Context: an optimization exercise on an open-source flow, tuned for small area and a short achievable clock period. The choices shown serve that exercise and are no tape-out recipe.
The RTL was checked by simulation tests, not by an equivalence proof against the original design.
Power and IR drop assume default switching activity.

==> job 3255 <==
Design sig_altmult_add, start of the top module:
module sig_altmult_add
(
	input signed [15:0] dataa, datab, datac, datad,
	input 		clock, aclr,
	output reg 	[32:0] result
);
Settings: LEC_CHECK=0, ABC_AREA=1, CAP_MARGIN=20, CORE_MARGIN=2, CORE_UTILIZATION=40, SETUP_SLACK_MARGIN=3.0, SLEW_MARGIN=20; clock period 7.0 ns.
run.sh (not shown) runs the stock make flow with config.mk's settings and CLKGATE_MAP_FILE= SYNTH_SCRIPT=/design/flow/synth_recipe.tcl, a recipe that flattens the netlist after the stock synthesis.
==> job 4493: changes against job 3255 <==
==> flow/flow/run.sh (new file) <==
#!/bin/bash
# The standard layout (standard.sh), with two changes: Yosys's generic
# pre-mapping abc pass is skipped (SYNTH_ARGS=-noabc) so the full adders it
# extracts keep their natural polarity, and the ports are buffered with
# buf_1 cells. The make output goes to run_make.log, each tool's log to
# orfs/logs/.
set -uo pipefail
bash standard.sh "SYNTH_ARGS=-noabc" "BUFFER_PORTS_ARGS=-buffer_cell sky130_fd_sc_hd__buf_1" finish > run_make.log 2>&1
status=$?
tail -20 run_make.log
exit $status
==> flow/standard.sh (new file) <==
#!/bin/bash
# synth_recipe.tcl (not shown) runs the flow's synth.tcl, then flattens the netlist and writes it again
# the make line also repeats each setting of config.mk as NAME=value (left out here)
make -C /OpenROAD-flow-scripts/flow DESIGN_CONFIG=/design/flow/config.mk WORK_HOME=/design/flow/orfs CLKGATE_MAP_FILE= SYNTH_SCRIPT=/design/flow/synth_recipe.tcl "${@:-finish}"
--- a/flow/config.mk
+++ b/flow/config.mk
@@ -6,8 +6,10 @@
 export NUM_CORES = 4
 export LEC_CHECK = 0
-export ABC_AREA = 1
 export CAP_MARGIN = 20
 export CORE_MARGIN = 2
 export CORE_UTILIZATION = 40
-export SETUP_SLACK_MARGIN = 3.0
+export CTS_BUF_LIST = sky130_fd_sc_hd__clkbuf_4
+export CTS_CLUSTER_DIAMETER = 50
+export CTS_CLUSTER_SIZE = 10
+export SETUP_SLACK_MARGIN = 3.5
 export SLEW_MARGIN = 20
removed: flow/run.sh
==> job 3475: changes against job 3255 <==
--- a/flow/config.mk
+++ b/flow/config.mk
@@ -10,4 +10,4 @@
 export CORE_MARGIN = 2
 export CORE_UTILIZATION = 40
-export SETUP_SLACK_MARGIN = 3.0
+export SETUP_SLACK_MARGIN = 4.0
 export SLEW_MARGIN = 20
==> impl_metrics.env <==
export IMPL_comb_power_mw=6.73
export IMPL_antenna_found_initial=1
export IMPL_layout_non_clock_inverters=50
export IMPL_num_vias=11000
export IMPL_yosysMostFrequentCell="xnor2_1"
export IMPL_status="finished clean"
export IMPL_r2r_slack_ns=3.54
export IMPL_wl_per_cell_um=22.5
export IMPL_max_freq_ghz=0.289
export IMPL_drt_iter0_drc=1205
export IMPL_nMultiInputCombCells=1037
[end of results for job 4493]
==> impl_metrics.env <==
export IMPL_layout_non_clock_inverters=362
export IMPL_hold_path_end="v2$_DFF_PP0_"
export IMPL_num_vias=14200
export IMPL_nMultiInputCombCells=1109
export IMPL_wl_per_cell_um=22.0
export IMPL_status="finished clean"
export IMPL_r2r_slack_ns=3.95
[end of results for job 3475]
==> impl_metrics.env <==
export IMPL_comb_power_mw=7.39
export IMPL_layout_non_clock_inverters=355
export IMPL_max_freq_ghz=0.271
export IMPL_status="finished clean"
export IMPL_nMultiInputCombCells=1108
export IMPL_yosysMostFrequentCell="inv_1"
export IMPL_antenna_found_initial=1
export IMPL_num_vias=12300
[end of results for job 3255]

---

==> v37 <==
sig_altmult_add again, from the RTL that the note above started with.
export LEC_CHECK = 0
export CAP_MARGIN = 20
export CORE_MARGIN = 2
export CORE_UTILIZATION = 40
export SETUP_SLACK_MARGIN = 3.8
export SLEW_MARGIN = 20
create_clock -name core_clock -period 7.0 [get_ports {clock}]
standard.sh (not shown) runs the stock make flow with config.mk's settings and CLKGATE_MAP_FILE= SYNTH_SCRIPT=/design/flow/synth_recipe.tcl, a recipe that flattens the netlist after the stock synthesis.
==> flow/flow/run.sh <==
#!/bin/bash
set -uo pipefail
here=$(pwd)
bash standard.sh "SYNTH_ARGS=-noabc" \
  "BUFFER_PORTS_ARGS=-buffer_cell sky130_fd_sc_hd__buf_1" \
  "POST_FLOORPLAN_TCL=$here/flow/upsize.tcl" finish > run_make.log 2>&1
status=$?
tail -20 run_make.log
exit $status
==> flow/flow/upsize.tcl <==
foreach inst [get_cells -quiet {a_r* c_r* m0_* m1_*}] {
  if {[get_property [get_lib_cells -of_objects $inst] name] == "sky130_fd_sc_hd__dfxtp_1"} {
    replace_cell $inst sky130_fd_sc_hd__dfxtp_4
  }
}
==> inputs of v26, as changes to v37 <==
==> flow/run.sh (new file) <==
#!/bin/bash
# synth_recipe.tcl (not shown) runs the flow's synth.tcl, then flattens the netlist and writes it again
# the make line also repeats each setting of config.mk as NAME=value (left out here)
make -C /OpenROAD-flow-scripts/flow DESIGN_CONFIG=/design/flow/config.mk WORK_HOME=/design/flow/orfs CLKGATE_MAP_FILE= SYNTH_SCRIPT=/design/flow/synth_recipe.tcl finish
ABC_AREA = 1   (was unset)
CORE_UTILIZATION = 60   (was 40)
CTS_BUF_LIST = sky130_fd_sc_hd__clkbuf_4 sky130_fd_sc_hd__clkbuf_8   (was unset)
SETUP_SLACK_MARGIN = 3.5   (was 3.8)
removed: flow/flow/run.sh
removed: flow/flow/upsize.tcl
removed: flow/standard.sh
==> inputs of v15, as changes to v37 <==
SETUP_SLACK_MARGIN = 3.5   (was 3.8)
==> notes <==
- Register-to-register slack: v37 > v15 > v26.
- Total power, highest first: v37, v26, v15.
- Against v15, the combinational power of v26 is higher by 10%.
- The lowest clock skew belongs to v15, the highest to v26.
- Between v37 and v26, the lower count of clock-buffer cells in the layout is in v37 (gap 15).
- In flip-flop and latch count, v37 and v26 do not differ.
- Sequential share of layout area: v26 < v37 < v15.
- Of v37 and v15, v37 has the higher setup slack (gap 0.15 ns).
==> figures <==
End-of-flow core utilization: v26 68.4%; v37 45.4%; v15 44.7%
Net count reported at finish: v26 2186; v37 1791; v15 1784
Weighted congestion reported at the end of routability-driven placement: v26 1.00; v37 0.932; v15 0.948
Per-instance average area after synthesis: v26 9.52 um2; v37 11.2 um2; v15 11.2 um2
Gr usage total: v26 33.2%; v37 21.0%; v15 20.8%
Worst Skew: v26 0.0448 ns; v37 0.0168 ns; v15 0.00975 ns
Status: v26 no timing/DRC/antenna violations; v37 no timing/DRC/antenna violations; v15 no timing/DRC/antenna violations
Max Fclk: v26 291 MHz; v37 316 MHz; v15 302 MHz
Final area over synthesized area: v26 1.129x; v37 1.118x; v15 1.101x
R2r worst-path depth: v26 7; v37 11; v15 12
Routed length on met2: v26 19.8 mm; v37 18.7 mm; v15 18.8 mm
Number of rows in the core area: v26 61; v37 73; v15 73
Fraction of area in multi-input gates: v26 56.7%; v37 62.8%; v15 62.4%
Initial Util: v26 60.6%; v37 40.6%; v15 40.6%
Data arrival time of the critical path: v26 3.85 ns; v37 3.56 ns; v15 3.71 ns
Cells after DPL: v26 2147; v37 1918; v15 1918
Seq area share: v26 22.9%; v37 25.7%; v15 26.0%

## separate check: timing with driven ports
No port has a modelled driver above. Below, the same layouts with a new extraction and two added sets of constraints. Step 1, drivers: a clkbuf_16 drives clock and a buf_2 each remaining input, both assumed. Step 2, shift: input delay + t, output delay - t, t = (earliest + latest rising clock arrival at the registers) / 2. This alone moves slack from input paths to output paths. a / b / c = ideal ports / drivers / drivers and shift; a / b = the first two.
| run | t (ns) | slack for setup (ns) | pins driven straight from the clock port |
|---|---|---|---|
| job 3255 | 0.589 | 3.315 / 3.315 / 3.315 | 1 |
| job 4493 | 0.806 | 3.543 / 3.543 / 3.543 | 1 |
| job 3475 | 0.591 | 3.949 / 3.949 / 3.949 | 1 |
| v37 | 0.582 | 3.836 / 3.836 / 3.836 | 1 |
| v26 | 0.599 | 3.565 / 3.565 / 3.565 | 1 |
| v15 | 0.577 | 3.685 / 3.685 / 3.685 | 1 |
After both steps setup and hold are still met in every run listed.
